This design comes from an exercise in tuning for small area and a short achievable clock period on the open sky130 flow, not from production work.
In this exercise RTL edits were held to simulation tests only and were not proved equivalent to the original.
Power is estimated from default activity; no workload was simulated.

S:
Design fir_filter, start of the top module:
module fir_filter (
    input clk,
    input reset,
    input [15:0] xin,
    output [31:0] yout
);
For scale: about 4,000 cells after synthesis, ~1,000 flip-flops, ~50 I/O pins, about 0.050 mm^2 of cells after synthesis.
clock: 65.0 ns
lec_check: 0
cap_margin: 20
core_margin: 2
core_utilization: 70
cts_buf_list: sky130_fd_sc_hd__clkbuf_8
cts_cluster_diameter: 60
cts_cluster_size: 16
slew_margin: 20
synth_hierarchical: 1
synth_minimum_keep_size: 0
standard.sh (not shown) runs the stock make flow with config.mk's settings and CLKGATE_MAP_FILE= SYNTH_SCRIPT=/design/flow/synth_recipe.tcl, a recipe that flattens the netlist after the stock synthesis.
==> flow/flow/run.sh <==
#!/bin/bash
# The standard layout (standard.sh), unchanged except that the port
# buffers that global placement inserts are buf_2 cells instead of the
# weakest (delay) buffer: flow/port_buffers.tcl runs before global placement
# and only marks the delay buffers and buf_1/clkbuf_1 don't-use for that step.
set -euo pipefail
export PRE_GLOBAL_PLACE_TCL="$(pwd)/flow/port_buffers.tcl"
bash standard.sh > standard_flow.log 2>&1
==> flow/flow/port_buffers.tcl <==
# Sourced by ORFS global_place.tcl just before buffer_ports: buffer_ports takes
# the weakest buffer that is not don't-use, so hide the delay cells and the
# size-1 buffers for this step; it then inserts sky130_fd_sc_hd__buf_2.
set_dont_use [get_lib_cells {sky130_fd_sc_hd__clkdlybuf4s* sky130_fd_sc_hd__dlygate* sky130_fd_sc_hd__dlymetal* sky130_fd_sc_hd__clkbuf_1 sky130_fd_sc_hd__buf_1}]
No stage failed in S, and the final checks on the layout all came back clean.
## Diff of input files: Q against S
# S
export LEC_CHECK = 0
export CAP_MARGIN = 20
export CORE_MARGIN = 2
export CORE_UTILIZATION = 70
export CTS_BUF_LIST = sky130_fd_sc_hd__clkbuf_8
export CTS_CLUSTER_DIAMETER = 60
export CTS_CLUSTER_SIZE = 16
export SLEW_MARGIN = 20
export SYNTH_HIERARCHICAL = 1
export SYNTH_MINIMUM_KEEP_SIZE = 0
create_clock -name core_clock -period 65.0 [get_ports {clk}]
# Q
export LEC_CHECK = 0
export CAP_MARGIN = 20
export CORE_MARGIN = 2
export CORE_UTILIZATION = 80
export CTS_BUF_LIST = sky130_fd_sc_hd__clkbuf_8
export CTS_CLUSTER_DIAMETER = 60
export CTS_CLUSTER_SIZE = 16
export SLEW_MARGIN = 20
export SYNTH_HIERARCHICAL = 1
export SYNTH_MINIMUM_KEEP_SIZE = 0
create_clock -name core_clock -period 65.0 [get_ports {clk}]
Findings:
Among Q and S, a clean, completed layout was produced by S alone.
Taking S as the reference, in Q count of instances resized after the clock tree is built shows no meaningful change, estimated wirelength of the detail-placed design moved up, average cell area after synthesis neither gained nor lost much, top-level I/O count comparable, x dimension of the die -17 um.
Placed instance count, Q and S: smaller value in Q
Summary of Q over S: netlist area before placement held; number of clock buffers inserted by TritonCTS went down 2; setup slack at placement went up 0.054 ns.
Delta (Q minus S): placement-stage cell area held, number of standard-cell rows in the floorplan went down 6.

--- another note on this design; it stands on its own ---

==> inputs of v5 <==
## fir_filter
module fir_filter (
    input clk,
    input reset,
    input [15:0] xin,
    output [31:0] yout
);
clock: 65.0 ns
lec_check: 0
cap_margin: 20
core_margin: 2
core_utilization: 50
slew_margin: 20
synth_hierarchical: 1
synth_minimum_keep_size: 0
standard.sh (not shown) runs the stock make flow with config.mk's settings and CLKGATE_MAP_FILE= SYNTH_SCRIPT=/design/flow/synth_recipe.tcl, a recipe that flattens the netlist after the stock synthesis.
==> flow/flow/run.sh <==
#!/bin/bash
# The standard layout (standard.sh), unchanged except that the port
# buffers that global placement inserts are buf_2 cells instead of the
# weakest (delay) buffer: flow/port_buffers.tcl runs before global placement
# and only marks the delay buffers and buf_1/clkbuf_1 don't-use for that step.
set -euo pipefail
export PRE_GLOBAL_PLACE_TCL="$(pwd)/flow/port_buffers.tcl"
bash standard.sh > standard_flow.log 2>&1
==> flow/flow/port_buffers.tcl <==
# Sourced by ORFS global_place.tcl just before buffer_ports: buffer_ports takes
# the weakest buffer that is not don't-use, so hide the delay cells and the
# size-1 buffers for this step; it then inserts sky130_fd_sc_hd__buf_2.
set_dont_use [get_lib_cells {sky130_fd_sc_hd__clkdlybuf4s* sky130_fd_sc_hd__dlygate* sky130_fd_sc_hd__dlymetal* sky130_fd_sc_hd__clkbuf_1 sky130_fd_sc_hd__buf_1}]
==> v30 (differences from v5) <==
==> flow/run.sh (new file) <==
#!/bin/bash
# synth_recipe.tcl (not shown) runs the flow's synth.tcl, then flattens the netlist and writes it again
# the make line also repeats each setting of config.mk as NAME=value (left out here)
make -C /OpenROAD-flow-scripts/flow DESIGN_CONFIG=/design/flow/config.mk WORK_HOME=/design/flow/orfs CLKGATE_MAP_FILE= SYNTH_SCRIPT=/design/flow/synth_recipe.tcl finish
removed: flow/flow/run.sh
removed: flow/flow/port_buffers.tcl
removed: flow/standard.sh
==> qor summary <==
| quantity | v5 | v30 |
|---|---|---|
| Switching power share of the total | 0.327 | 0.321 |
| Run status | complete, no violations | complete, no violations |
| Clk pin slew, worst setup/hold paths | 60 ps | 70 ps |
| Detailed-routing iteration count for the pre-antenna-repair pass | 6 | 5 |
| Met3 WL | 5490 um | 5080 um |
| Hold_sp | d46[10]$_DFF_P_ | d30[8]$_DFF_P_ |
| Critical-path top delay cell | sky130_fd_sc_hd__o21ai_1 | sky130_fd_sc_hd__clkdlybuf4s50_1 |
| Cell Int Power | 1.19 mW | 1.20 mW |
| Leakage | 24.1 nW | 24.2 nW |
| Maximum single-stage delay on the critical path | 420 ps | 630 ps |
| Wire length on met2 | 59300 um | 59500 um |
| Setup ws final | 50450 ps | 49970 ps |
| Launch point of the critical path | xin[14] | xin[4] |
| Fraction of met3 tracks used by global routing | 0.0405 | 0.0418 |
| Setup slack of the most critical reg-to-reg path | 51970 ps | 51920 ps |
| Fraction of met1 tracks used by global routing | 0.346 | 0.338 |
| Number of nets in the layout | 5170 | 5168 |
| Wire length of the first global-routing pass | 190000 um | 190000 um |
| Worst reg2reg path startpoint | d1[0]$_DFF_P_ | d21[0]$_DFF_P_ |
| Data arrival time of the critical path | 15170 ps | 15660 ps |
| End point of the most critical hold path | d47[10]$_DFF_P_ | d31[8]$_DFF_P_ |
| Filler cell count | 8435 | 8423 |
| Top sig layer | met5 | met4 |
| Repair and plain buffers | 61 | 59 |

==> afterwards: timing with drivers on the ports <==
No port has a modelled driver above. Below, the same layouts with a new extraction and two added sets of constraints.
Step 1 (the two cells are an assumption about what drives the block):
set clk [get_ports {clk}]
set_driving_cell -lib_cell sky130_fd_sc_hd__clkbuf_16 $clk
set_driving_cell -lib_cell sky130_fd_sc_hd__buf_2 [delete_from_list [all_inputs] $clk]
Step 2 adds t to the input delays and takes it off the output delays; t is the mean of the earliest and latest rising clock arrival at the registers after step 1. Input paths then give back, and output paths get back, about the clock's delay inside the block.
a / b / c = ideal / step 1 / step 2; a / b = the first two.
run	shift t [ns]	setup slack, ns	hold slack, ns	worst setup path at the end	worst data-port slew with drivers (ns)
S	0.786	50.654 / 50.603 / 49.886	0.371 / 0.371 / 0.371	input to register	0.07
v5	0.759	50.452 / 50.467 / 49.708	0.362 / 0.362 / 0.362	input to register	0.05
v30	0.768	49.974 / 50.017 / 49.250	0.360 / 0.360 / 0.360	input to register	0.07
After both steps every run listed still meets setup and hold. For S, which loses most, drivers alone change the setup slack by -0.051 ns; drivers and shift together by -0.768 ns.
